What follows belongs to an exercise in optimizing a design on an open flow for small area, a short achievable clock period and few clock cycles per item; a production flow would make more cautious choices.
Where RTL was checked, it was by simulation tests only, not by an equivalence proof against the original.
For runs 1 and 7, only the layout was checked, not whether the RTL still works.
No activity file was given, so power comes from the tool's default toggle rates.

## config.mk

```make
export PLATFORM = sky130hd
export DESIGN_NAME = average
export DESIGN_NICKNAME = average
export VERILOG_FILES = /design/flow/design.v
export SDC_FILE = /design/flow/constraint.sdc
export NUM_CORES = 4
export LEC_CHECK = 0
export CAP_MARGIN = 20
export CORE_MARGIN = 2
export CORE_UTILIZATION = 50
export CTS_BUF_LIST = sky130_fd_sc_hd__clkbuf_4 sky130_fd_sc_hd__clkbuf_8
export CTS_CLUSTER_SIZE = 30
export SETUP_SLACK_MARGIN = 5
export SLEW_MARGIN = 20
```

## constraint.sdc

```tcl
create_clock -name core_clock -period 8.0 [get_ports {clk}]
set_input_delay 1.6000 -clock core_clock [delete_from_list [all_inputs] [get_ports {clk}]]
set_output_delay 1.6000 -clock core_clock [all_outputs]
set_load 0.01 [all_outputs]
```

## design.v

```verilog
`timescale 1ns/1ps
module average #(
    parameter NOF_BITS = 32,
    parameter WIDTH = 32
) (
    input  wire                     clk,
    input  wire                     rst_n,
    input  wire                     start,
    input  wire                     data_first,
    input  wire                     data_last,
    input  wire [NOF_BITS-1:0]      data_in,
    output wire [NOF_BITS:0]        data_out,
    output reg                      busy,
    output reg                      TO,
    output reg                      done
);
    reg        wt, dv, lst;
    reg [5:0]  c;           
    reg [31:0] din;         
    reg [16:0] cnt;         
    reg [7:0]  n3;          
    reg [32:0] q;           
    wire [15:0] r = din[15:0];
    wire fast = (cnt[16:6] == 11'd0);
    wire [5:0] r0 = {r[5:1], r[0] | q[32]};    
    wire [7:0] t  = {r0, q[31:30]};
    wire [7:0] d1, d2, d3;
    wire ge1, ge2, ge3;
    pfx_add #(8) u_d1 (.a(t), .b(~{2'b0, cnt[5:0]}),       .ci(1'b1), .s(d1), .co(ge1));
    pfx_add #(8) u_d2 (.a(t), .b(~{1'b0, cnt[5:0], 1'b0}), .ci(1'b1), .s(d2), .co(ge2));
    pfx_add #(8) u_d3 (.a(t), .b(~n3),                     .ci(1'b1), .s(d3), .co(ge3));
    wire [5:0] fr = ge3 ? d3[5:0] : ge2 ? d2[5:0] : ge1 ? d1[5:0] : t[5:0];
    wire [1:0] fd = {ge2, ge3 | (ge1 & !ge2)};
    wire [16:0] st = {r[15:1], r0[0], q[31]};
    wire [16:0] sd;
    wire        sge;
    pfx_add #(17) u_sd (.a(st), .b(~cnt), .ci(1'b1), .s(sd), .co(sge));
    wire [15:0] sr = sge ? sd[15:0] : st[15:0];
    wire [32:0] acc;
    pfx_add #(33) u_acc (.a(q), .b({1'b0, din}), .ci(1'b0), .s(acc), .co());
    wire [5:0] load = (fast && cnt[5:0] != 6'd63) ? 6'd48 : 6'd32;
    wire       skip = fast && r[5:0] == 6'd0 && q[32:24] == 9'd0 && c[5:2] != 4'b1111;
    wire       one  = fast && cnt[5:0] == 6'd0;    
    always @(posedge clk) begin
        din[31:16] <= data_in[31:16];
        if (dv)
            din[15:0] <= fast ? {sr[15:6], fr} : sr;
        else if (busy && lst)
            din[15:0] <= 16'd0;    
        else
            din[15:0] <= data_in[15:0];
        if (busy && !dv)
            q <= acc;
        else if (dv)
            q <= skip ? {1'b0, q[23:0], 8'd0} : fast ? {1'b0, q[29:0], fd} : {1'b0, q[30:0], sge};
        else
            q <= 33'd0;
        if (!busy) begin
            cnt <= 17'd0;
            n3  <= 8'd0;
        end else if (!dv) begin
            cnt <= cnt + 17'd1;
            n3  <= n3 + 8'd3;
        end
        if (wt || dv) c <= c + {3'd0, dv && skip, 1'b0, !(dv && skip)};
        else if (busy) c <= load;
        else c <= 6'd0;
    end
    always @(posedge clk or negedge rst_n) begin
        if (!rst_n) begin
            wt   <= 1'b0;
            busy <= 1'b0;
            dv   <= 1'b0;
            lst  <= 1'b0;
            TO   <= 1'b0;
            done <= 1'b0;
        end else begin
            TO   <= 1'b0;
            done <= 1'b0;
            lst  <= data_last;
            if (wt) begin
                if (c == 6'd11) begin
                    wt <= 1'b0;
                    TO <= 1'b1;
                end else if (data_first && c < 6'd10) begin
                    wt   <= 1'b0;
                    busy <= 1'b1;
                end
            end else if (busy) begin
                if (dv) begin
                    if (c == 6'd63) begin
                        busy <= 1'b0;
                        dv   <= 1'b0;
                        done <= 1'b1;
                    end
                end else if (lst) begin
                    if (one) begin
                        busy <= 1'b0;
                        done <= 1'b1;
                    end else begin
                        dv <= 1'b1;
                    end
                end
            end else if (start) begin
                wt <= 1'b1;
            end
        end
    end
    assign data_out = q[32:0];
endmodule
module pfx_add #(
    parameter W = 8
) (
    input  wire [W-1:0] a,
    input  wire [W-1:0] b,
    input  wire         ci,
    output wire [W-1:0] s,
    output wire         co
);
    localparam L = $clog2(W + 1);
    reg [W:0] g0, p0, g, p, gn, pn;
    integer i, k;
    always @(*) begin
        g0 = {a & b, ci};
        p0 = {a ^ b, 1'b0};
        g = g0;
        p = p0;
        for (k = 0; k < L; k = k + 1) begin
            gn = g;
            pn = p;
            for (i = 0; i <= W; i = i + 1)
                if ((i >> k) & 1) begin
                    if (k > 0 && i == (1 << k))
                        gn[i] = (g0[i] | (p0[i] & g0[i-1])) | (p0[i] & p0[i-1] & g[i-2]);
                    else
                        gn[i] = g[i] | (p[i] & g[((i >> k) << k) - 1]);
                    pn[i] = p[i] & p[((i >> k) << k) - 1];
                end
            g = gn;
            p = pn;
        end
    end
    assign s  = a ^ b ^ g[W-1:0];
    assign co = g[W];
endmodule
```

## flow/run.sh

```bash
#!/bin/bash
set -euo pipefail
bash standard.sh SETUP_SLACK_MARGIN=5.25 "BUFFER_PORTS_ARGS=-buffer_cell sky130_fd_sc_hd__buf_1" finish > make_finish.log 2>&1
```

## standard.sh

```bash
#!/bin/bash
# synth_recipe.tcl (not shown) runs the flow's synth.tcl, then flattens the netlist and writes it again
# the make line also repeats each setting of config.mk as NAME=value (left out here)
make -C /OpenROAD-flow-scripts/flow DESIGN_CONFIG=/design/flow/config.mk WORK_HOME=/design/flow/orfs CLKGATE_MAP_FILE= SYNTH_SCRIPT=/design/flow/synth_recipe.tcl "${@:-finish}"
```

==> results of run 1 <==
==> cells in the final DEF (no fill, tap or decap), drive strengths merged, types with 6 or more instances in the layout <==
cell type	instances
ha	72
inv	44
xnor2	38
buf	121
nor2b	9
o21ai	30
and2	6
o31ai	8
nor2	64
nor3	29
a211oi	6
a21o	13
o21a	22
o32ai	8
dfrtp	6
dfxtp	96
nand3	17
a31oi	8
o211ai	19
or3	10
xor2	21
clkbuf	13
o22ai	19
nand4	6
nor4	11
nand2	100
mux2i	11
a21oi	78
a211o	6
==> final cells by class <==
type                       count  area share
clock buffer                  10      0.0157
clock inverter                 6     0.00555
inverter                      42      0.0189
multi-input combinational    680       0.587
sequential                   102       0.254
tap                          180      0.0270
timing repair buffer         124      0.0918
==> how the worst min path moves through the flow <==
| stage | startpoint | to | slack [ps] | depth (start not counted) |
|---|---|---|---|---|
| finish | n3[1] | n3[1] | 500 | 2 |
| global route | n3[1] | n3[1] | 530 | 2 |
| CTS | n3[1] | n3[1] | 500 | 2 |
| detailed placement | q[32] | q[32] | 490 | 2 |
| global placement | n3[1] | n3[1] | 480 | 2 |
| floorplan | n3[1] | n3[1] | 470 | 2 |
==> synth_stat cells, drive strengths merged (4+ instances only) <==
library cell	count
a31oi	8
a211o	6
a21oi	77
a221o	5
xnor2	38
o22ai	19
clkbuf	26
nand3	17
nor4	11
o311ai	5
inv	42
mux2i	11
nand4	6
nor3	29
o31ai	8
buf	5
nor2b	9
a21o	13
and3	5
o21a	22
dfxtp	96
nor2	64
dfrtp	6
o32ai	8
a31o	4
a221oi	4
a211oi	6
xor2	21
nand2	100
or3	10
and2	6
o211ai	19
o21ai	30
ha	72
==> flip-flops by register name, summed over array words and instances (netlist names) <==
signal	count
wt	1
cnt	17
din	32
done	1
lst	1
busy	1
n3	8
q	33
TO	1
dv	1
c	6
==> logic make-up after synthesis <==
logic type	share of synthesized area
xor+xnor	0.0741
flops	0.297
simple gates	0.176
fa+ha+maj	0.132
buf+inv	0.0395
compound gates	0.265
mux	0.0158
==> report_power, final <==
part	switching (W)	total [W]	leakage, nW	internal [W]
logic	0.00148	0.00272	2.40	0.00124
registers	0.000255	0.000960	0.876	0.000705
clock network	0.000199	0.000318	0.0920	0.000120
==> routing by layer <==
| metal | vias to the layer above | track usage | share of wire |
|---|---|---|---|
| li1 | 3357 | - | - |
| met1 | 3250 | 0.351 | 0.43 |
| met2 | 234 | 0.466 | 0.47 |
| met3 | 50 | 0.0698 | 0.067 |
| met4 | 0 | 0.123 | 0.031 |
| met5 | - | 0 | 0 |
==> timing repair <==
item / CTS / global route
setup buffers: 20 / 21
gates resized for setup: 28 / 52
pin swaps: 11 / 37
endpoints found under the hold margin: 0 / 0
cloned: 2 / 4
endpoints found under the setup margin: 30 / 35
==> through the flow <==
step / std cells / hold WS, ps / instance area [um^2] / utilization
4_1_cts: 1119 / 500 / 7880 / 0.572
5_1_grt: 1144 / 530 / 8340 / 0.606
2_1_floorplan: 852 / 468 / 7000 / -
3_5_place_dp: 1081 / 488 / 7440 / 0.540
6_report: 1144 / 505 / 8340 / 0.606
3_3_place_gp: 1081 / 479 / 7440 / 0.540
==> critical path: cells and delay by family, from the launching register on <==
| kind | cells | cell delay (ps) |
|---|---|---|
| compound gates | 6 | 1340 |
| simple gates | 3 | 510 |
| flops | 1 | 360 |
| buf+inv | 2 | 250 |
| fa+ha+maj | 1 | 220 |
==> results.ini, run 1 <==
[route]
detail-route-antenna-nets=0
routed_wl_um=21600
vias=6891
first_iter_violations=522
avgRoutedWirePerCell_um=18.9
drt-pass1-iter-count=5
routed_via_density=6.02
post-route-drc-count=0

[die]
die_height_um=122
pin_count=73
core_um2=13800
rows=43
start_util=0.506
die_area_um2=14900
fp.dieW_um=122

[final_layout]
fillCellCount=1243
area_growth_pct=19.7
multi_input_area_um2=4890
layout-drive-gt1-share=0.136
seq_area_um2=2120
diodes=0
num-nets-final=1069

[power_and_ir_drop]
p_leak_nw=3.37
p_per_area_nw_per_um2=479
vdd.ir_drop.worst_v=0.000241
power.total_w=0.00400

[logic_synthesis]
synth_top_area_cell=dfxtp_1
synth_cells=852
synth_edf_count=0
synth_top_area_frac=0.276
ys_async_sr_fraction=0.0588
synth.net_count=962
synth_cell_types=67
ys_warn_count=4
synth_ff_type=dfxtp_1
post_synth.cell_area_avg_um2=8.18
netlist_area_um2=6970
ys_seq_area_frac=0.297
synthTopCellsByArea=dfxtp_1 (28%), ha_1 (13%), nand2_1 (5.4%)
ys_ff_latch=102

[global_route]
track_usage=0.283
overflow=0
antenna_found_initial=0
grt_pass1_wl_um=32800
grt_pass1_vias=6528
grt_max_degree=44

[sta]
finalSetupViolCount=0
worst_slew_pin_slew_ps=1110
grt_setup_unrepaired=yes
fmax_mhz=363
fin_tns_setup_ps=0
hold_viol_final=0
slew_headroom=0.252
final-max-slew-violation-count=0
final.period_utilization=0.345
fin_crit_ps=2760
setup_ws_ps=5240
skew_ps=11.7

[cts]
path_clk_slew_ps=110
htree_levels=3
cts_buffers=9
insertion_delay_ps=400
cts.sinks=102
hold_buffers=0
clock-root-buffer=clkbuf_8
cts_tree=built
cts_max_path_buffers=2

[setup_path]
r2r-start=din[0]
crit_arrival_ps=3070
end_kind=register
worst_path_largest_cell_delay_ps=360
r2r_setup_slack_ps=5240
crit_chain=nor2_4, inv_2, ha_4, nor2b_4, o31a_1, o31ai_4, a21oi_2, o211ai_2, a21oi_4, buf_12, or2_4, o211ai_1
crit_start=din[0]
crit_end=din[15]
crit_type=register to register
cp-start-kind=register
worst-path-max-fanout=5
r2r_cells=12
required_ps=8310
worstReg2RegEnd=din[15]
crit_path_top_delay_cell=dfxtp_2

[run]
maxCapViolCount=0

[hold_path]
hold_path.class=register to register

[run_status]
status=timing/DRC/antenna clean

[place]
globalplace.congestion=0.886
dp_slack_ps=4780
port_buffers=72
hpwl_um=14500

==> inputs of run 2 (changes only) <==
--- a/design.v
+++ b/design.v
@@ -15,5 +15,5 @@
     output reg                      done
 );
-    reg        wt, dv, lst;
+    reg        wt, bz, dv, lst;
     reg [5:0]  c;           
     reg [31:0] din;         
@@ -40,21 +40,18 @@
     pfx_add #(33) u_acc (.a(q), .b({1'b0, din}), .ci(1'b0), .s(acc), .co());
     wire [5:0] load = (fast && cnt[5:0] != 6'd63) ? 6'd48 : 6'd32;
-    wire       skip = fast && r[5:0] == 6'd0 && q[32:24] == 9'd0 && c[5:2] != 4'b1111;
     wire       one  = fast && cnt[5:0] == 6'd0;    
     always @(posedge clk) begin
         din[31:16] <= data_in[31:16];
-        if (dv)
+        if (dv) begin
+            q <= fast ? {1'b0, q[29:0], fd} : {1'b0, q[30:0], sge};
             din[15:0] <= fast ? {sr[15:6], fr} : sr;
-        else if (busy && lst)
-            din[15:0] <= 16'd0;    
-        else
+        end else if (bz) begin
+            q <= acc;
+            din[15:0] <= lst ? 16'd0 : data_in[15:0];    
+        end else begin
+            q <= 33'd0;    
             din[15:0] <= data_in[15:0];
-        if (busy && !dv)
-            q <= acc;
-        else if (dv)
-            q <= skip ? {1'b0, q[23:0], 8'd0} : fast ? {1'b0, q[29:0], fd} : {1'b0, q[30:0], sge};
-        else
-            q <= 33'd0;
-        if (!busy) begin
+        end
+        if (!bz) begin
             cnt <= 17'd0;
             n3  <= 8'd0;
@@ -63,43 +60,34 @@
             n3  <= n3 + 8'd3;
         end
-        if (wt || dv) c <= c + {3'd0, dv && skip, 1'b0, !(dv && skip)};
-        else if (busy) c <= load;
+        if (wt || dv) c <= c + 6'd1;
+        else if (bz) c <= load;
         else c <= 6'd0;
+    end
+    wire to_n   = wt && c == 6'd11;
+    wire accept = wt && !to_n && data_first && c < 6'd10;
+    wire fin    = bz && (dv ? c == 6'd63 : lst && one);
+    wire bz_n   = accept || (bz && !fin);
+    always @(posedge clk) begin
+        busy <= bz_n;
+        TO   <= to_n;
+        done <= fin;
     end
     always @(posedge clk or negedge rst_n) begin
         if (!rst_n) begin
-            wt   <= 1'b0;
-            busy <= 1'b0;
-            dv   <= 1'b0;
-            lst  <= 1'b0;
-            TO   <= 1'b0;
-            done <= 1'b0;
+            wt  <= 1'b0;
+            bz  <= 1'b0;
+            dv  <= 1'b0;
+            lst <= 1'b0;
         end else begin
-            TO   <= 1'b0;
-            done <= 1'b0;
-            lst  <= data_last;
+            lst <= data_last;
+            bz  <= bz_n;
             if (wt) begin
-                if (c == 6'd11) begin
+                if (to_n || accept)
                     wt <= 1'b0;
-                    TO <= 1'b1;
-                end else if (data_first && c < 6'd10) begin
-                    wt   <= 1'b0;
-                    busy <= 1'b1;
-                end
-            end else if (busy) begin
-                if (dv) begin
-                    if (c == 6'd63) begin
-                        busy <= 1'b0;
-                        dv   <= 1'b0;
-                        done <= 1'b1;
-                    end
-                end else if (lst) begin
-                    if (one) begin
-                        busy <= 1'b0;
-                        done <= 1'b1;
-                    end else begin
-                        dv <= 1'b1;
-                    end
-                end
+            end else if (bz) begin
+                if (fin)
+                    dv <= 1'b0;
+                else if (!dv && lst)
+                    dv <= 1'b1;
             end else if (start) begin
                 wt <= 1'b1;
==> flow/run.sh (replaced) <==
#!/bin/bash
set -euo pipefail
bash standard.sh SETUP_SLACK_MARGIN=5.5 "BUFFER_PORTS_ARGS=-buffer_cell sky130_fd_sc_hd__buf_1" finish > make_finish.log 2>&1
--- a/config.mk
+++ b/config.mk
@@ -6,4 +6,5 @@
 export NUM_CORES = 4
 export LEC_CHECK = 0
+export ABC_AREA = 1
 export CAP_MARGIN = 20
 export CORE_MARGIN = 2
==> results.ini, run 2 <==
[logic_synthesis]
synth_cells=1072  ; +26%
post_synth.cell_area_avg_um2=6.67  ; -18%
synth.most_common_cell=nand2_1
netlist_area_um2=7150  ; +2.6%
synth.net_count=1180  ; +23%
ys_warn_count=4  ; unchanged
synth_cell_types=48  ; -28%
synth_edf_count=0  ; unchanged
ys_seq_area_frac=0.291  ; -0.00619
synth_ff_type=dfxtp_1
synthTopCellsByCount=nand2_1 (262), inv_1 (128), dfxtp_1 (99), nor2_1 (93), a21oi_1 (92)
ys_ff_latch=103  ; +0.98%
synth_top_area_frac=0.277  ; +0.00136
synth_top_area_cell=dfxtp_1
ys_async_sr_fraction=0.0388  ; -0.0200
synthTopCellsByArea=dfxtp_1 (28%), nand2_1 (14%), ha_1 (12%)

[cts]
cts_buffers=9  ; unchanged
cts_max_path_buffers=2  ; unchanged
cts_tree=built
cts.sinks=103  ; +0.98%
path_clk_slew_ps=100  ; about the same
htree_levels=3  ; unchanged
clock-root-buffer=clkbuf_8
hold_buffers=0  ; unchanged
insertion_delay_ps=390  ; about the same

[hold_path]
hold_path.class=register to register

[final_layout]
diodes=0  ; unchanged
layout_commonest_cell=nand2_1
num-nets-final=1271  ; +19%
fin_area_um2=8350  ; about the same
final_cell_count_no_fill=1348  ; +18%
layout-drive-gt1-share=0.133  ; -0.00319
final_cell_mix=nand2_1 (261), inv_1 (126), nor2_1 (91)
largest_registers=q: 33 flops, din: 32 flops, cnt: 17 flops
regMostFlops=q
area_growth_pct=16.6
largest_reg_flops=33  ; unchanged

[route]
drt-pass1-iter-count=5  ; unchanged
first_iter_violations=544  ; +4.2%
vias=7186  ; +4.3%
post-route-drc-count=0  ; unchanged
routed_wl_um=20000  ; -7.3%
avgRoutedWirePerCell_um=14.9  ; -21%
routed_via_density=5.33  ; -12%
detail-route-antenna-nets=0  ; unchanged

[place]
globalplace.congestion=0.920  ; +3.8%
hpwl_um=14000  ; -3.5%
placed_cell_area_um2=7540  ; +1.3%
port_buffers=72  ; unchanged
dpl.cell_count=1300  ; +20%

[setup_path]
crit_type=register to output pin
worst-path-max-fanout=4  ; -1
cp_num_buf_inv=1  ; -1
crit_arrival_ps=870  ; -2200 ps
critical_path.top_delay_family=flip-flops
required_ps=6400  ; -1910 ps
worst_path_largest_cell_delay_ps=370  ; about the same
end_kind=output pin
crit_chain=buf_6
cp-start-kind=register
crit_path_top_delay_cell=dfxtp_4

[power_and_ir_drop]
swShare=0.502  ; +0.0192
p_per_area_nw_per_um2=471  ; -1.7%
internal_power_w=0.00196  ; -5.4%
seqPwrFrac=0.229  ; -0.011
combPwrFrac=0.678  ; -0.002
p_leak_nw=3.91  ; +16%
p_clk_frac=0.093  ; +0.013
power.total_w=0.00393  ; -1.7%
vdd.ir_drop.worst_v=0.000265  ; +10%
power.switching_w=0.00197  ; +2.2%

[sta]
hold_viol_final=0  ; unchanged
fin_tns_setup_ps=0  ; unchanged
final.period_utilization=0.309  ; -0.0356
grt_setup_unrepaired=yes
final-max-slew-violation-count=0  ; unchanged
worst_slew_pin_slew_ps=715  ; -397 ps
finalSetupViolCount=0  ; unchanged
fmax_mhz=404  ; +12%
skew_ps=10.1  ; -1.59 ps
slew_headroom=0.523  ; +0.272
fin_crit_ps=2470  ; -285 ps

[global_route]
overflow=0  ; unchanged
track_usage=0.265  ; -0.0185
grt_pass1_vias=6569  ; +0.63%
antenna_found_initial=0  ; unchanged
grt_pass1_wl_um=31500  ; -3.9%
grt_max_degree=55  ; +25%

[run]
maxCapViolCount=0  ; unchanged

[run_status]
status=timing/DRC/antenna clean

[die]
die_area_um2=15300  ; +2.5%
die_height_um=124  ; +1.3%
fp.dieW_um=124  ; +1.3%
start_util=0.513  ; +0.00725
pin_count=73  ; unchanged
rows=43  ; unchanged
core_um2=13900  ; +1.2%

## run 2: cell types whose count changed after synthesis, sizes merged, moves of 12 or more
cell	previous run	this run
o21ai	30	76
o211ai	19	7
inv	42	130
nand3	17	88
a21oi	77	95
nand2	100	271
nor2	64	94
xnor2	38	10
clkbuf	26	14
o21a	22	0
## run 2: final cells by class
cell class | instances | area [um^2]
Fill cell | 1403 | 5590
Multi-Input combinational cell | 813 | 4550
Sequential cell | 103 | 2150
Timing Repair Buffer | 103 | 706
Inverter | 132 | 499
Tap cell | 180 | 225
Clock buffer | 12 | 165
Clock inverter | 4 | 51.3
Timing Repair inverter | 1 | 5.00
## run 2: path summary, 6_finish.rpt
| check | slack, ps | cells after the start | from | endpoint |
|---|---|---|---|---|
| max in group asynchronous | 6770 | 1 | rst_n | dv |
| setup reg to reg | 5670 | 15 | q[32] | din[4] |
| setup / recovery | 5530 | 1 | q[8] | data_out[8] |
| min in group asynchronous | 1030 | 1 | rst_n | lst |
| hold / removal | 460 | 1 | c[0] | c[0] |
| hold reg to reg | 460 | 1 | c[0] | c[0] |
## run 2: power groups by stage
stage	clock network [W]	logic (W)	registers [W]
5_1_grt	0.000392	0.00302	0.000918
6_report	0.000366	0.00266	0.000898
3_5_place_dp	0	0.00230	0.000917
2_1_floorplan	0	0.00183	0.000868
4_1_cts	0.000376	0.00252	0.000885
3_3_place_gp	0	0.00230	0.000917
## run 2: cell families after synthesis
group / count (synthesis) / share of synthesized area
adders and majority gates: 71 / 0.125
xor gates and xnor gates: 22 / 0.0269
buffers and inverters: 158 / 0.0874
DFF: 103 / 0.291
AOI/OAI and AO/OA: 210 / 0.161
and+or+nand+nor: 508 / 0.308
## run 2: what timing repair did
item	CTS	global route
cloned	1	2
endpoints found under the setup margin	50	55
pin swaps	1	0
setup buffers	27	1
resized for setup	78	44
## run 2: worst reg2reg max path, cell delays in order, from the launching register on
cell and delay (ps):
dfxtp_2 330, or2_2 370, ha_4 330, nand3_1 150
nand2_2 120, nand2_2 60, nand2_4 130, nand2_4 70
nand2_4 100, nand2_8 100, nand2_8 130, nand2_1 70
nand3_1 60, nand3_1 90, nand2_1 90, inv_1 40
## run 2: stage by stage
stage	hold slack [ps]	worst slack, ps	utilization
2_1_floorplan	418	5790	-
5_1_grt	493	5490	0.599
3_5_place_dp	443	5000	0.541
6_report	463	5530	0.599
4_1_cts	468	5500	0.582
3_3_place_gp	440	5160	0.541
## run 2: per-layer routing
| layer | wire length [um] | vias to the layer above | track usage |
|---|---|---|---|
| met5 | 0 | - | 0 |
| met1 | 9600 | 3217 | 0.358 |
| li1 | - | 3761 | - |
| met4 | 276 | 0 | 0.0696 |
| met2 | 8980 | 191 | 0.435 |
| met3 | 1170 | 17 | 0.0472 |
Testbench counts of run 2, summed over its fixed seeds: cycles 27,663, items 800.
==> inputs of run 3 (changes only) <==
==> flow/run.sh (replaced) <==
#!/bin/bash
set -euo pipefail
bash standard.sh SETUP_SLACK_MARGIN=5.45 "BUFFER_PORTS_ARGS=-buffer_cell sky130_fd_sc_hd__buf_1" finish > make_finish.log 2>&1
==> results.ini, run 3 <==
[cts]
cts_max_path_buffers=2  ; unchanged
insertion_delay_ps=390  ; about the same
clock-root-buffer=clkbuf_8
cts_tree=built
path_clk_slew_ps=100  ; about the same
cts_buffers=9  ; unchanged
cts.sinks=103  ; unchanged
htree_levels=3  ; unchanged

[power_and_ir_drop]
swShare=0.513  ; +0.0104
seqPwrFrac=0.248  ; +0.019
p_leak_nw=3.73  ; -4.4%
internal_power_w=0.00182  ; -7.0%
p_clk_frac=0.098  ; +0.005
vdd.ir_drop.worst_v=0.000237  ; -11%
p_per_area_nw_per_um2=466  ; -1.0%
power.total_w=0.00373  ; -5.0%
combPwrFrac=0.653  ; -0.025
power.switching_w=0.00191  ; -3.1%

[setup_path]
crit_path_top_delay_cell=dfxtp_2
required_ps=6400  ; about the same
crit_arrival_ps=910  ; +40 ps
end_kind=output pin
crit_type=register to output pin
critical_path.top_delay_family=flip-flops
cp-start-kind=register
crit_chain=clkbuf_2
cp_num_buf_inv=1  ; unchanged
worst-path-max-fanout=4  ; unchanged
worst_path_largest_cell_delay_ps=380  ; about the same

[sta]
hold_viol_final=0  ; unchanged
final.period_utilization=0.314  ; +0.00448
worst_slew_pin_slew_ps=1220  ; +504 ps
fin_tns_setup_ps=0  ; unchanged
setup_ws_ps=5490  ; -35.8 ps
slew_headroom=0.187  ; -0.336
fin_crit_ps=2510  ; +35.8 ps
fmax_mhz=399  ; -1.4%
finalSetupViolCount=0  ; unchanged
final-max-slew-violation-count=0  ; unchanged
grt_setup_unrepaired=no
skew_ps=9.31  ; -0.789 ps

[logic_synthesis]
ys_seq_area_frac=0.291  ; unchanged
synthTopCellsByCount=nand2_1 (262), inv_1 (128), dfxtp_1 (99), nor2_1 (93), a21oi_1 (92)
synth.net_count=1180  ; unchanged
synth_cells=1072  ; unchanged
ys_warn_count=4  ; unchanged
synth_top_area_frac=0.277  ; unchanged
synth.most_common_cell=nand2_1
synthTopCellsByArea=dfxtp_1 (28%), nand2_1 (14%), ha_1 (12%)
synth_ff_type=dfxtp_1
synth_cell_types=48  ; unchanged
synth_top_area_cell=dfxtp_1
synth_edf_count=0  ; unchanged
post_synth.cell_area_avg_um2=6.67  ; unchanged
ys_ff_latch=103  ; unchanged
netlist_area_um2=7150  ; unchanged
ys_async_sr_fraction=0.0388  ; unchanged

[route]
drt-pass1-iter-count=5  ; unchanged
avgRoutedWirePerCell_um=14.6  ; -1.5%
post-route-drc-count=0  ; unchanged
routed_wl_um=19400  ; -3.3%
first_iter_violations=526  ; -3.3%
detail-route-antenna-nets=0  ; unchanged
vias=7061  ; -1.7%
routed_via_density=5.33  ; about the same

[place]
dp_slack_ps=5000  ; unchanged
port_buffers=72  ; unchanged
hpwl_um=14000  ; unchanged
globalplace.congestion=0.920  ; unchanged
dpl.cell_count=1300  ; unchanged

[final_layout]
diodes=0  ; unchanged
regMostFlops=q
final_cell_count_no_fill=1324  ; -1.8%
layout-drive-gt1-share=0.104  ; -0.0287
layout_commonest_cell=nand2_1
final_cell_mix=nand2_1 (261), inv_1 (127), a21oi_1 (91), nor2_1 (91), nand3_1 (87)
largest_registers=q: 33 flops, din: 32 flops, cnt: 17 flops
num-nets-final=1247  ; -1.9%
area_growth_pct=11.9
largest_reg_flops=33  ; unchanged

[global_route]
grt_pass1_vias=6356  ; -3.2%
antenna_found_initial=0  ; unchanged
track_usage=0.256  ; -0.00829
grt_pass1_wl_um=30600  ; -2.9%
grt_max_degree=55  ; unchanged
overflow=0  ; unchanged

[run_status]
status=timing/DRC/antenna clean

[die]
die_area_um2=15300  ; unchanged
rows=43  ; unchanged
die_height_um=124  ; unchanged
start_util=0.513  ; unchanged
core_um2=13900  ; unchanged
fp.dieW_um=124  ; unchanged
pin_count=73  ; unchanged

[hold_path]
hold_path.class=register to register

[run]
maxCapViolCount=0  ; unchanged

==> run 3: changes by cell type in the layout (fill, tap and decap cells not counted), sizes merged <==
cell | previous run | this run
buf | 100 | 60
clkbuf | 15 | 31
==> run 3: cells by family (layout without fill, tap and decap cells) <==
kind of cell | after synthesis | in the layout | share of synthesized area
adder cells (fa/ha/maj) | 71 | 71 | 0.125
flip-flops | 103 | 103 | 0.291
buffers and inverters | 158 | 228 | 0.0874
XOR/XNOR | 22 | 22 | 0.0269
AO/OA/AOI/OAI | 210 | 210 | 0.161
AND/OR/NAND/NOR | 508 | 510 | 0.308
==> run 3: what timing repair did <==
action / CTS / global route
gates resized for setup: 44 / 45
gates cloned: 1 / 2
setup buffers: 1 / 3
hold endpoints to repair: 0 / 0
endpoints found under the setup margin: 38 / 55
hold buffers: 0 / 0
pin swaps: 1 / 0
==> run 3: power groups by stage <==
stage,clock [W],combinational (W),sequential [W]
after floorplan,0,0.00183,0.000868
after CTS,0.000376,0.00234,0.000918
after global placement,0,0.00230,0.000917
after detailed placement,0,0.00230,0.000917
after global routing,0.000392,0.00280,0.000950
final,0.000366,0.00244,0.000927
==> run 3: path summary, 6_finish.rpt <==
| kind | slack [ps] | start | to | cells after the start |
|---|---|---|---|---|
| max reg2reg | 5580 | cnt[16] | din[12] | 7 |
| min reg2reg | 460 | c[0] | c[0] | 1 |
| min | 460 | c[0] | c[0] | 1 |
| min in group asynchronous | 1030 | rst_n | lst | 1 |
| max in group asynchronous | 6770 | rst_n | dv | 1 |
| max | 5490 | q[27] | data_out[27] | 1 |
==> run 3: layer usage <==
layer	up-vias	GRT usage	share of wire
met1	3170	0.350	0.49
li1	3708	-	-
met4	0	0.0717	0.015
met3	18	0.0462	0.051
met2	165	0.415	0.44
met5	-	0	0
==> run 3: stage by stage <==
step	instance area [um^2]	utilization	hold slack, ps
finish	8010	0.575	463
detailed placement	7540	0.541	443
CTS	7830	0.562	468
global route	8010	0.575	493
global placement	7540	0.541	440
floorplan	7150	-	418
==> run 3: area by class of cell <==
type / instances / area, um^2
inverters: 132 / 499
clock buffers: 12 / 165
multi-input cells: 813 / 4520
well taps: 180 / 225
repair buffers: 79 / 384
flip-flops and latches: 103 / 2160
clock inverters: 4 / 51.3
fillers: 1427 / 5930
repair inverters: 1 / 5.00
==> inputs of run 4 (changes only) <==
==> flow/run.sh (replaced) <==
#!/bin/bash
set -euo pipefail
bash standard.sh SETUP_SLACK_MARGIN=5.4 "BUFFER_PORTS_ARGS=-buffer_cell sky130_fd_sc_hd__buf_1" finish > make_finish.log 2>&1
--- a/config.mk
+++ b/config.mk
@@ -9,5 +9,5 @@
 export CAP_MARGIN = 20
 export CORE_MARGIN = 2
-export CORE_UTILIZATION = 50
+export CORE_UTILIZATION = 58
 export CTS_BUF_LIST = sky130_fd_sc_hd__clkbuf_4 sky130_fd_sc_hd__clkbuf_8
 export CTS_CLUSTER_SIZE = 30
==> results.ini, run 4 <==
[die]
rows=40  ; -7.0%
die_area_um2=13200  ; -13%
die_height_um=115  ; -6.9%
core_um2=12000  ; -14%
pin_count=73  ; unchanged
fp.dieW_um=115  ; -6.9%
start_util=0.596  ; +0.0822

[cts]
path_clk_slew_ps=100  ; about the same
htree_levels=3  ; unchanged
hold_buffers=0  ; unchanged
cts.sinks=103  ; unchanged
cts_tree=built
cts_max_path_buffers=2  ; unchanged
insertion_delay_ps=390  ; about the same
cts_buffers=9  ; unchanged
clock-root-buffer=clkbuf_8

[global_route]
overflow=0  ; unchanged
grt_max_degree=46  ; -16%
track_usage=0.284  ; +0.0278
grt_pass1_wl_um=29900  ; -2.2%
antenna_found_initial=0  ; unchanged
grt_pass1_vias=6190  ; -2.6%

[setup_path]
critical_path.top_delay_family=flip-flops
crit_chain=buf_2
worst_path_largest_cell_delay_ps=410  ; +30 ps
crit_type=register to output pin
cp_num_buf_inv=1  ; unchanged
required_ps=6400  ; about the same
crit_path_top_delay_cell=dfxtp_1
crit_arrival_ps=970  ; +60 ps
end_kind=output pin
worst-path-max-fanout=4  ; unchanged
cp-start-kind=register

[final_layout]
diodes=0  ; unchanged
final_cell_mix=nand2_1 (262), inv_1 (128), a21oi_1 (92), nor2_1 (92), nand3_1 (87)
num-nets-final=1244  ; -0.24%
largest_reg_flops=33  ; unchanged
fillCellCount=1116  ; -22%
layout_commonest_cell=nand2_1
regMostFlops=q
largest_registers=q: 33 flops, din: 32 flops, cnt: 17 flops
layout-drive-gt1-share=0.0710  ; -0.0330
area_growth_pct=9.76
post-route-util=0.654  ; +0.0790

[sta]
skew_ps=5.57  ; -3.74 ps
fin_tns_setup_ps=0  ; unchanged
final.period_utilization=0.321  ; +0.00728
final-max-slew-violation-count=0  ; unchanged
fmax_mhz=390  ; -2.3%
hold_viol_final=0  ; unchanged
worst_slew_pin_slew_ps=1260  ; +45.4 ps
slew_headroom=0.157  ; -0.0303
grt_setup_unrepaired=no
finalSetupViolCount=0  ; unchanged
fin_crit_ps=2570  ; +58.3 ps

[logic_synthesis]
synth_cells=1072  ; unchanged
synth.net_count=1180  ; unchanged
ys_warn_count=4  ; unchanged
post_synth.cell_area_avg_um2=6.67  ; unchanged
ys_seq_area_frac=0.291  ; unchanged
ys_ff_latch=103  ; unchanged
netlist_area_um2=7150  ; unchanged
synthTopCellsByCount=nand2_1 (262), inv_1 (128), dfxtp_1 (99), nor2_1 (93), a21oi_1 (92)
synthTopCellsByArea=dfxtp_1 (28%), nand2_1 (14%), ha_1 (12%)
synth_top_area_frac=0.277  ; unchanged
ys_async_sr_fraction=0.0388  ; unchanged
synth_cell_types=48  ; unchanged
synth.most_common_cell=nand2_1
synth_edf_count=0  ; unchanged
synth_ff_type=dfxtp_1
synth_top_area_cell=dfxtp_1

[route]
routed_via_density=5.48  ; +2.7%
avgRoutedWirePerCell_um=14.2  ; -3.0%
vias=7057  ; -0.057%
post-route-drc-count=0  ; unchanged
detail-route-antenna-nets=0  ; unchanged
first_iter_violations=606  ; +15%
drt-pass1-iter-count=6  ; +1
routed_wl_um=18300  ; -5.6%

[place]
globalplace.congestion=0.929  ; +0.96%
hpwl_um=13400  ; -3.9%
port_buffers=72  ; unchanged

[power_and_ir_drop]
p_leak_nw=3.65  ; -2.2%
p_per_area_nw_per_um2=469  ; +0.72%
power.total_w=0.00368  ; -1.2%
vdd.ir_drop.worst_v=0.000366  ; +54%

[hold_path]
hold_path.class=register to register

[run_status]
status=timing/DRC/antenna clean

[run]
maxCapViolCount=0  ; unchanged

run 4: cell count changes in the layout (fill, tap and decap cells not counted), moves of 2 or more:
cell	before	now
buf_2	11	4
clkbuf_8	12	10
dfxtp_2	17	23
dfxtp_1	68	74
buf_1	41	66
buf_4	7	5
clkbuf_2	19	2
dfxtp_4	14	2
run 4: logic make-up (layout without fill, tap and decap cells):
logic type,Yosys count,count (layout),synth area share
simple gates,508,510,0.308
compound gates,210,210,0.161
buf+inv,158,225,0.0874
flops,103,103,0.291
fa+ha+maj,71,71,0.125
xor+xnor,22,22,0.0269
run 4: per-layer routing:
metal  up-vias  global-route usage  routed length, um
met2       182               0.454               8120
met3        26              0.0464               1050
met4         0              0.0771                288
li1       3692                   -                  -
met5         -                   0                  0
met1      3157               0.400               8810
run 4: worst paths after layout:
path                          from     endpoint  slack (ps)  depth (start not counted)
max                           q[3]  data_out[3]        5430                          1
min                           c[0]         c[0]         460                          1
max reg2reg                cnt[16]      din[12]        5570                          7
min reg2reg                   c[0]         c[0]         460                          1
max in group asynchronous    rst_n           dv        6790                          1
min in group asynchronous    rst_n           wt        1010                          1
run 4: area by class of cell:
class,count,area (um^2),share of cell area
flip-flops and latches,103,2120,0.270
clock inverters,5,81.3,0.0104
multi-input cells,813,4510,0.574
repair buffers,77,315,0.0402
clock buffers,11,145,0.0185
well taps,147,184,0.0234
inverters,132,497,0.0633
run 4: through the flow:
step	instance area, um^2	worst slack (ps)	instances	hold slack [ps]
floorplan	7150	5790	1072	418
global placement	7500	5160	1268	433
detailed placement	7500	5030	1268	441
CTS	7750	5400	1284	462
global route	7850	5400	1288	479
finish	7850	5430	1288	456
run 4: what timing repair did:
item                                    in CTS  in global routing
setup buffers                                0                  2
hold endpoints to repair                     0                  0
resized for setup                           15                 27
endpoints found under the setup margin      35                 43
gates cloned                                 0                  2
pin swaps                                    0                  1
run 4: where the power goes:
part	internal [W]	leakage [nW]	total (W)	switching (W)
clock network	0.000188	0.113	0.000377	0.000189
registers	0.000712	0.867	0.000923	0.000210
logic	0.000894	2.67	0.00238	0.00149
total	0.00180	3.65	0.00368	0.00189
==> inputs of run 5 (changes only) <==
--- a/config.mk
+++ b/config.mk
@@ -9,5 +9,5 @@
 export CAP_MARGIN = 20
 export CORE_MARGIN = 2
-export CORE_UTILIZATION = 58
+export CORE_UTILIZATION = 45
 export CTS_BUF_LIST = sky130_fd_sc_hd__clkbuf_4 sky130_fd_sc_hd__clkbuf_8
 export CTS_CLUSTER_SIZE = 30
==> results.ini, run 5 <==
[final_layout]
final_cell_count_no_fill=1355  ; +5.2%
num-nets-final=1242  ; -0.16%
final_cell_mix=nand2_1 (262), inv_1 (128), a21oi_1 (92), nor2_1 (92), nand3_1 (87)
fillCellCount=1623  ; +45%
area_growth_pct=9.71  ; about the same
regMostFlops=q
diodes=0  ; unchanged
layout_commonest_cell=nand2_1
largest_reg_flops=33  ; unchanged
layout-drive-gt1-share=0.0685  ; -0.00251
fin_area_um2=7850  ; about the same
largest_registers=q: 33 flops, din: 32 flops, cnt: 17 flops

[power_and_ir_drop]
p_leak_nw=3.62  ; -0.96%
p_per_area_nw_per_um2=457  ; -2.7%
vdd.ir_drop.worst_v=0.000207  ; -43%

[place]
dpl.cell_count=1338  ; +5.5%
globalplace.congestion=0.966  ; +4.0%
port_buffers=72  ; unchanged
placed_cell_area_um2=7600  ; +1.3%
hpwl_um=14100  ; +4.9%

[hold_path]
hold_path.class=register to register
worstHoldEndpoint=c[0]
hold_depth=1  ; unchanged
hp-start=c[0]

[sta]
final-max-slew-violation-count=0  ; unchanged
fmax_mhz=389  ; about the same
fin_crit_ps=2570  ; +1.33 ps
hold_viol_final=0  ; unchanged
slew_headroom=0.279  ; +0.123
worst_slew_pin_slew_ps=1080  ; -188 ps
final.period_utilization=0.321  ; about the same
finalSetupViolCount=0  ; unchanged
grt_setup_unrepaired=no
fin_tns_setup_ps=0  ; unchanged
skew_ps=15.3  ; +9.74 ps
hold_slack_ps=458  ; +1.66 ps

[cts]
path_clk_slew_ps=100  ; about the same
insertion_delay_ps=400  ; about the same
cts_buffers=9  ; unchanged
htree_levels=3  ; unchanged
cts_max_path_buffers=2  ; unchanged
cts_tree=built
cts.sinks=103  ; unchanged
clock-root-buffer=clkbuf_8

[logic_synthesis]
synth_ff_type=dfxtp_1
synth_top_family_by_area=simple AND/OR/NAND/NOR gates
synth_xor_area_frac=0.0269  ; unchanged
synthTopCellsByArea=dfxtp_1 (28%), nand2_1 (14%), ha_1 (12%)
synthTopCellsByCount=nand2_1 (262), inv_1 (128), dfxtp_1 (99), nor2_1 (93), a21oi_1 (92)
synth_top_area_cell=dfxtp_1
ys_warn_count=4  ; unchanged
synth_cells=1072  ; unchanged
ys_async_sr_fraction=0.0388  ; unchanged
synth.net_count=1180  ; unchanged
post_synth.cell_area_avg_um2=6.67  ; unchanged
synth_cell_types=48  ; unchanged
synth.most_common_cell=nand2_1
ys_ff_latch=103  ; unchanged
ys_seq_area_frac=0.291  ; unchanged
netlist_area_um2=7150  ; unchanged
synthSimpleGateAreaFrac=0.308  ; unchanged
muxShareOfSynthArea=0  ; unchanged
synth_compound_area_frac=0.161  ; unchanged
synth_edf_count=0  ; unchanged
synth_top_area_frac=0.277  ; unchanged
synth_fa_ha_area_frac=0.125  ; unchanged

[setup_path]
cp_num_buf_inv=1  ; unchanged
worst_path_largest_cell_delay_ps=400  ; about the same
required_ps=6400  ; about the same
worstReg2RegEnd=din[4]
critical_path.top_delay_family=flip-flops
crit_arrival_ps=970  ; about the same
end_kind=output pin
worst-path-max-fanout=4  ; unchanged
crit_chain=buf_1
crit_path_top_delay_cell=dfxtp_1
cp-start-kind=register
r2r_setup_slack_ps=5580  ; about the same
r2r_cells=15  ; +8
r2r-start=q[32]
crit_type=register to output pin

[die]
core_um2=15700  ; +31%
start_util=0.455  ; -0.140
pin_count=73  ; unchanged
die_height_um=130  ; +13%
fp.dieW_um=130  ; +13%
rows=46  ; +15%
die_area_um2=16900  ; +28%

[global_route]
grt_pass1_wl_um=31100  ; +3.8%
overflow=0  ; unchanged
grt_max_degree=53  ; +15%
antenna_found_initial=0  ; unchanged
track_usage=0.232  ; -0.0519
grt_pass1_vias=6237  ; +0.76%

[run]
maxCapViolCount=0  ; unchanged

[run_status]
status=timing/DRC/antenna clean

[route]
post-route-drc-count=0  ; unchanged
detail-route-antenna-nets=0  ; unchanged
vias=6954  ; -1.5%
routed_via_density=5.13  ; -6.3%
drt-pass1-iter-count=5  ; -1
routed_wl_um=19000  ; +4.1%
avgRoutedWirePerCell_um=14.0  ; -1.1%
first_iter_violations=405  ; -33%

[run 5: power by group]
group          leakage, nW  switching (W)  internal, W
logic                 2.66        0.00147     0.000881
registers            0.867       0.000206     0.000711
clock network       0.0870       0.000196     0.000125
[run 5: per-stage QoR]
stage	util	worst slack, ps	total power [W]
final	0.500	5430	0.00358
after global routing	0.500	5400	0.00400
after CTS	0.496	5360	0.00356
after detailed placement	0.484	5480	0.00321
after global placement	0.484	5460	0.00321
after floorplan	-	5790	0.00269
[run 5: logic make-up (layout without fill, tap and decap cells)]
kind of cell / count (synthesis) / after routing
and+or+nand+nor: 508 / 508
DFF: 103 / 103
xor gates and xnor gates: 22 / 22
AOI/OAI and AO/OA: 210 / 210
buffers and inverters: 158 / 225
adders and majority gates: 71 / 71
[run 5: what timing repair did]
action,CTS,global route
buffers inserted,0,1
endpoints found under the setup margin,15,38
hold buffers,0,0
pin swaps,0,0
gates cloned,0,0
gates resized for setup,16,21
[run 5: how the worst max path moves through the flow]
stage / end / depth (start not counted) / startpoint
finish: data_out[25] / 1 / q[25]
global route: din[4] / 15 / q[32]
CTS: data_out[31] / 1 / q[31]
detailed placement: q[14] / 7 / bz
global placement: q[14] / 7 / bz
floorplan: din[11] / 14 / q[32]
[run 5: cell type report]
cell class,instances,area [um^2],area share
timing repair buffer,77,317,0.0403
sequential,103,2120,0.270
tap,216,270,0.0344
clock buffer,12,146,0.0187
inverter,132,495,0.0631
clock inverter,4,32.5,0.00414
multi-input combinational,811,4470,0.569
[run 5: routing by layer]
layer	share of wire	up-vias	track usage
met5	0	-	0
met4	0.028	0	0.0911
met3	0.055	31	0.0312
met2	0.43	183	0.359
met1	0.48	3066	0.328
li1	-	3674	-
==> inputs of run 6 (changes only) <==
--- a/config.mk
+++ b/config.mk
@@ -9,5 +9,5 @@
 export CAP_MARGIN = 20
 export CORE_MARGIN = 2
-export CORE_UTILIZATION = 45
+export CORE_UTILIZATION = 50
 export CTS_BUF_LIST = sky130_fd_sc_hd__clkbuf_4 sky130_fd_sc_hd__clkbuf_8
 export CTS_CLUSTER_SIZE = 30
==> results.ini, run 6 <==
[logic_synthesis]
synthTopCellsByCount=nand2_1 (262), inv_1 (128), dfxtp_1 (99), nor2_1 (93), a21oi_1 (92)
ys_warn_count=4  ; unchanged
ys_ff_latch=103  ; unchanged
synth_ff_type=dfxtp_1
ys_seq_area_frac=0.291  ; unchanged
synth_top_area_frac=0.277  ; unchanged
synth_top_area_cell=dfxtp_1
netlist_area_um2=7150  ; unchanged
synth_cells=1072  ; unchanged
synthTopCellsByArea=dfxtp_1 (28%), nand2_1 (14%), ha_1 (12%)
ys_async_sr_fraction=0.0388  ; unchanged
synth_edf_count=0  ; unchanged
synth.most_common_cell=nand2_1
post_synth.cell_area_avg_um2=6.67  ; unchanged
synth.net_count=1180  ; unchanged
synth_cell_types=48  ; unchanged

[sta]
hold_viol_final=0  ; unchanged
finalSetupViolCount=0  ; unchanged
skew_ps=11.4  ; -3.95 ps
grt_setup_unrepaired=yes
fmax_mhz=394  ; +1.1%
final.period_utilization=0.318  ; -0.00339
fin_tns_setup_ps=0  ; unchanged
slew_headroom=0.184  ; -0.0959
fin_crit_ps=2540  ; -27.1 ps
worst_slew_pin_slew_ps=1220  ; +148 ps
final-max-slew-violation-count=0  ; unchanged

[global_route]
antenna_found_initial=0  ; unchanged
overflow=0  ; unchanged
track_usage=0.254  ; +0.0219
grt_pass1_wl_um=30400  ; -2.2%
grt_pass1_vias=6329  ; +1.5%
grt_max_degree=54  ; +1.9%

[hold_path]
hp-start=c[0]
hold_depth=1  ; unchanged
hold_path.class=register to register
worstHoldEndpoint=c[0]

[final_layout]
final_cell_count_no_fill=1321  ; -2.5%
fin_area_um2=7920  ; +0.84%
diodes=0  ; unchanged
regMostFlops=q
post-route-util=0.568  ; +0.0685
layout-drive-gt1-share=0.0780  ; +0.00952
largest_reg_flops=33  ; unchanged
num-nets-final=1244  ; +0.16%
largest_registers=q: 33 flops, din: 32 flops, cnt: 17 flops
final_cell_mix=nand2_1 (262), inv_1 (127), a21oi_1 (92)
layout_commonest_cell=nand2_1
area_growth_pct=10.6

[setup_path]
cp-start-kind=register
r2r_cells=9  ; -6
worst_path_largest_cell_delay_ps=400  ; about the same
worst-path-max-fanout=4  ; unchanged
cp_num_buf_inv=1  ; unchanged
worstReg2RegEnd=cnt[16]
crit_arrival_ps=940  ; -30 ps
end_kind=output pin
crit_chain=buf_2
r2r_setup_slack_ps=5560  ; -20 ps
crit_path_top_delay_cell=dfxtp_1
r2r-start=dv
critical_path.top_delay_family=flip-flops
crit_type=register to output pin
required_ps=6400  ; about the same

[route]
drt-pass1-iter-count=7  ; +2
vias=7020  ; +0.95%
post-route-drc-count=0  ; unchanged
detail-route-antenna-nets=0  ; unchanged
avgRoutedWirePerCell_um=14.4  ; +2.4%
routed_via_density=5.31  ; +3.5%
routed_wl_um=19000  ; -0.18%
first_iter_violations=559  ; +38%

[power_and_ir_drop]
power.switching_w=0.00189  ; +1.3%
power.total_w=0.00367  ; +2.4%
p_leak_nw=3.66  ; +1.1%
p_clk_frac=0.099  ; +0.009
p_per_area_nw_per_um2=464  ; +1.6%
vdd.ir_drop.worst_v=0.000233  ; +12%
combPwrFrac=0.651  ; -0.004
seqPwrFrac=0.250  ; -0.006
swShare=0.515  ; -0.00566
internal_power_w=0.00178  ; +3.7%

[place]
globalplace.congestion=0.920  ; -4.7%
placed_cell_area_um2=7540  ; -0.79%
port_buffers=72  ; unchanged
hpwl_um=14000  ; -0.84%
dpl.cell_count=1300  ; -2.8%

[run_status]
status=timing/DRC/antenna clean

[die]
core_um2=13900  ; -11%
pin_count=73  ; unchanged
die_height_um=124  ; -5.0%
start_util=0.513  ; +0.0581
rows=43  ; -6.5%
die_area_um2=15300  ; -9.7%
fp.dieW_um=124  ; -5.0%

[cts]
path_clk_slew_ps=100  ; about the same
cts.sinks=103  ; unchanged
cts_max_path_buffers=2  ; unchanged
htree_levels=3  ; unchanged
cts_buffers=9  ; unchanged
insertion_delay_ps=390  ; about the same
clock-root-buffer=clkbuf_8
cts_tree=built

[run]
maxCapViolCount=0  ; unchanged

[run 6: worst max path at each step]
stage	start	endpoint	slack [ps]	cells past startpoint
finish	q[7]	data_out[7]	5460	1
detailed placement	bz	q[18]	5000	6
global placement	bz	q[13]	5160	6
floorplan	q[32]	din[11]	5790	14
CTS	q[3]	data_out[3]	5410	1
global route	dv	cnt[16]	5340	9
[run 6: cell type report]
cell class,count,area (um^2)
fill,1431,6020
clock buffer,12,165
multi-input combinational,813,4510
tap,180,225
inverter,132,499
timing repair buffer,77,340
clock inverter,4,51.3
sequential,103,2120
[run 6: metal layers]
| layer | GRT usage | vias up | share of wire | routed length, um |
|---|---|---|---|---|
| met5 | 0 | - | 0 | 0 |
| met4 | 0.0689 | 0 | 0.013 | 246 |
| met3 | 0.0458 | 15 | 0.049 | 932 |
| met2 | 0.416 | 157 | 0.45 | 8470 |
| met1 | 0.345 | 3148 | 0.49 | 9340 |
| li1 | - | 3700 | - | - |
[run 6: what timing repair did]
action	CTS	global route
setup buffers	0	2
endpoints found under the setup margin	22	53
gates cloned	0	2
pin swaps	0	1
endpoints found under the hold margin	0	0
gates resized for setup	15	33
hold buffers	0	0
[run 6: logic make-up after synthesis]
group                      synth area share
AOI/OAI and AO/OA                     0.161
xor gates and xnor gates             0.0269
adders and majority gates             0.125
buffers and inverters                0.0874
DFF                                   0.291
and+or+nand+nor                       0.308
[run 6: power by group through the flow]
stage	clock (W)	sequential (W)	combinational, W
CTS	0.000376	0.000911	0.00232
global placement	0	0.000917	0.00230
floorplan	0	0.000868	0.00183
finish	0.000364	0.000917	0.00239
global route	0.000392	0.000941	0.00275
detailed placement	0	0.000917	0.00230
[run 6: through the flow]
stage	setup slack [ps]	hold slack, ps
floorplan	5790	418
global placement	5160	440
detailed placement	5000	443
CTS	5410	468
global route	5340	493
finish	5460	463
==> inputs of run 7 (changes only) <==
--- a/design.v
+++ b/design.v
@@ -40,9 +40,10 @@
     pfx_add #(33) u_acc (.a(q), .b({1'b0, din}), .ci(1'b0), .s(acc), .co());
     wire [5:0] load = (fast && cnt[5:0] != 6'd63) ? 6'd48 : 6'd32;
+    wire       skip = fast && r[5:0] == 6'd0 && q[32:24] == 9'd0 && c[5:2] != 4'b1111;
     wire       one  = fast && cnt[5:0] == 6'd0;    
     always @(posedge clk) begin
         din[31:16] <= data_in[31:16];
         if (dv) begin
-            q <= fast ? {1'b0, q[29:0], fd} : {1'b0, q[30:0], sge};
+            q <= skip ? {1'b0, q[23:0], 8'd0} : fast ? {1'b0, q[29:0], fd} : {1'b0, q[30:0], sge};
             din[15:0] <= fast ? {sr[15:6], fr} : sr;
         end else if (bz) begin
@@ -60,5 +61,5 @@
             n3  <= n3 + 8'd3;
         end
-        if (wt || dv) c <= c + 6'd1;
+        if (wt || dv) c <= c + {3'd0, dv && skip, 1'b0, !(dv && skip)};
         else if (bz) c <= load;
         else c <= 6'd0;
==> results.ini, run 7 <==
[sta]
finalSetupViolCount=0  ; unchanged
fin_crit_ps=2560  ; +22.3 ps
hold_viol_final=0  ; unchanged
slew_headroom=0.264  ; +0.0802
fin_tns_setup_ps=0  ; unchanged
fmax_mhz=390  ; -0.87%
final.period_utilization=0.320  ; +0.00279
grt_setup_unrepaired=yes
hold_slack_ps=492  ; +29.1 ps
final-max-slew-violation-count=0  ; unchanged
skew_ps=19.7  ; +8.32 ps
worst_slew_pin_slew_ps=1100  ; -120 ps

[die]
fp.dieW_um=128  ; +3.3%
die_height_um=128  ; +3.3%
die_area_um2=16300  ; +6.7%
rows=45  ; +4.7%
pin_count=73  ; unchanged
start_util=0.507  ; -0.00654
core_um2=15100  ; +8.3%

[logic_synthesis]
synth_top_area_cell=dfxtp_1
synth_cells=1145  ; +6.8%
ys_warn_count=4  ; unchanged
synthTopCellsByArea=dfxtp_1 (26%), nand2_1 (16%), ha_1 (12%)
synth.net_count=1255  ; +6.4%
synth_compound_area_frac=0.160  ; -0.00108
netlist_area_um2=7650  ; +6.9%
muxShareOfSynthArea=0.00262  ; +0.00262
synth_top_area_frac=0.259  ; -0.0179
ys_seq_area_frac=0.272  ; -0.0188
synth_cell_types=54  ; +13%
synthTopCellsByCount=nand2_1 (326), inv_1 (132), dfxtp_1 (99), a21oi_1 (88), nand3_1 (81)
synth.most_common_cell=nand2_1
synth_top_family_by_area=simple AND/OR/NAND/NOR gates
synthSimpleGateAreaFrac=0.329  ; +0.0211
synth_xor_area_frac=0.0252  ; -0.00174
synth_fa_ha_area_frac=0.120  ; -0.00482
synth_edf_count=0  ; unchanged
ys_ff_latch=103  ; unchanged
post_synth.cell_area_avg_um2=6.68  ; about the same
synth_ff_type=dfxtp_1
ys_async_sr_fraction=0.0388  ; unchanged

[setup_path]
worst_path_largest_cell_delay_ps=410  ; about the same
critical_path.top_delay_family=flip-flops
crit_path_top_delay_cell=dfxtp_4
r2r_cells=13  ; +4
worst-path-max-fanout=4  ; unchanged
cp-start-kind=register
crit_arrival_ps=960  ; +20 ps
crit_type=register to output pin
cp_num_buf_inv=1  ; unchanged
crit_chain=buf_1
required_ps=6400  ; about the same
end_kind=output pin
path_depth=1  ; unchanged

[power_and_ir_drop]
internal_power_w=0.00198  ; +11%
p_per_area_nw_per_um2=496  ; +7.0%
vdd.ir_drop.worst_v=0.000369  ; +59%
seqPwrFrac=0.237  ; -0.013
swShare=0.533  ; +0.0180
p_clk_frac=0.083  ; -0.016
combPwrFrac=0.680  ; +0.029
p_leak_nw=4.10  ; +12%
power.switching_w=0.00226  ; +19%

[global_route]
grt_pass1_vias=6900  ; +9.0%
track_usage=0.265  ; +0.0114
overflow=0  ; unchanged
grt_max_degree=42  ; -22%
antenna_found_initial=0  ; unchanged
grt_pass1_wl_um=34400  ; +13%

[cts]
hold_buffers=0  ; unchanged
cts.sinks=103  ; unchanged
path_clk_slew_ps=110  ; about the same
cts_max_path_buffers=2  ; unchanged
cts_buffers=9  ; unchanged
insertion_delay_ps=400  ; about the same
htree_levels=3  ; unchanged
cts_tree=built
clock-root-buffer=clkbuf_8

[place]
hpwl_um=15600  ; +11%
port_buffers=72  ; unchanged
globalplace.congestion=0.858  ; -6.7%

[final_layout]
largest_reg_flops=33  ; unchanged
area_growth_pct=11.7
fillCellCount=1538  ; +7.5%
final_cell_mix=nand2_1 (324), inv_1 (130), a21oi_1 (88)
diodes=0  ; unchanged
regMostFlops=q
largest_registers=q: 33 flops, din: 32 flops, cnt: 17 flops
num-nets-final=1334  ; +7.2%
layout_commonest_cell=nand2_1
layout-drive-gt1-share=0.120  ; +0.0424

[hold_path]
hold_depth=2  ; +1
hold_path.class=register to register

[route]
detail-route-antenna-nets=0  ; unchanged
vias=7597  ; +8.2%
routed_wl_um=21200  ; +12%
avgRoutedWirePerCell_um=15.0  ; +4.3%
post-route-drc-count=0  ; unchanged
routed_via_density=5.36  ; +0.89%
first_iter_violations=474  ; -15%
drt-pass1-iter-count=5  ; -2

[run]
maxCapViolCount=0  ; unchanged

[run_status]
status=timing/DRC/antenna clean

-- run 7: cells by family after synthesis --
family / Yosys count
buffers and inverters: 168
AOI/OAI and AO/OA: 212
and+or+nand+nor: 565
xor gates and xnor gates: 22
muxes: 2
DFF: 103
adders and majority gates: 73
-- run 7: worst paths after layout --
check	from	endpoint	slack, ps
max	q[7]	data_out[7]	5440
min	cnt[15]	cnt[15]	490
max reg2reg	din[4]	c[4]	5540
min reg2reg	cnt[15]	cnt[15]	490
max in group asynchronous	rst_n	bz	6780
min in group asynchronous	rst_n	wt	1000
-- run 7: metal layers --
layer | part of all wire | up-vias | global-route usage
met5 | 0 | - | 0
met4 | 0.023 | 0 | 0.0730
met3 | 0.051 | 34 | 0.0576
met2 | 0.45 | 175 | 0.433
met1 | 0.48 | 3435 | 0.356
li1 | - | 3953 | -
-- run 7: power groups by stage --
stage	logic, W	clock network [W]	registers, W
floorplan	0.00219	0	0.000918
global route	0.00330	0.000392	0.00103
finish	0.00288	0.000353	0.00101
CTS	0.00282	0.000366	0.000991
detailed placement	0.00272	0	0.000989
global placement	0.00271	0	0.000990
-- run 7: area by class of cell --
class | instances | area (um^2) | area share
clock inverter | 7 | 77.6 | 0.00908
tap | 188 | 235 | 0.0275
sequential | 103 | 2140 | 0.251
clock buffer | 9 | 124 | 0.0145
multi-input combinational | 877 | 5000 | 0.585
inverter | 143 | 552 | 0.0646
timing repair buffer | 90 | 415 | 0.0486
-- run 7: through the flow --
stage	instances	setup slack (ps)	instance area, um^2	utilization	power [W]
floorplan	1145	5750	7650	-	0.00311
global placement	1382	4820	8020	0.532	0.00370
detailed placement	1382	4750	8020	0.532	0.00371
CTS	1408	5330	8400	0.556	0.00418
global route	1417	5380	8540	0.566	0.00472
finish	1417	5440	8540	0.566	0.00424
-- run 7: repair_timing --
item / in CTS / in global routing
buffers inserted: 7 / 9
endpoints found under the setup margin: 42 / 38
pin swaps: 4 / 4
cloned: 3 / 0
resized for setup: 35 / 32

-- re-timing with driven ports --
The flow's constraints put no driver on any port. The routed layouts listed below were extracted and timed again, unchanged, in two steps.
Step 1, drivers: a clkbuf_16 drives clk and a buf_2 each remaining input, both assumed.
Step 2 moves the port delays by t, midway between the first and last clock arrival at a register: inputs arrive t later, outputs are due t later. That takes back most of the time a late clock gives input paths.
a / b / c = no drivers / after step 1 / after step 2; a / b = the first two.
run | shift t [ns] | setup slack, ns | worst setup path after step 2 | latest minus earliest clock arrival (ns) | slew at the worst register clock pin (ns)
run 1 | 0.433 | 5.242 / 5.242 / 5.242 | register to register | 0.012 / 0.012 | 0.11 / 0.11
run 2 | 0.424 | 5.528 / 5.488 / 5.666 | register to register | 0.010 / 0.010 | 0.11 / 0.11
run 3 | 0.423 | 5.492 / 5.452 / 5.580 | register to register | 0.009 / 0.009 | 0.11 / 0.11
run 4 | 0.424 | 5.434 / 5.397 / 5.573 | register to register | 0.006 / 0.007 | 0.10 / 0.10
run 5 | 0.432 | 5.432 / 5.391 / 5.577 | register to register | 0.016 / 0.015 | 0.11 / 0.11
run 6 | 0.421 | 5.459 / 5.419 / 5.561 | register to register | 0.012 / 0.011 | 0.11 / 0.11
run 7 | 0.428 | 5.437 / 5.398 / 5.535 | register to register | 0.019 / 0.020 | 0.11 / 0.11
After both steps every run listed still meets setup and hold.
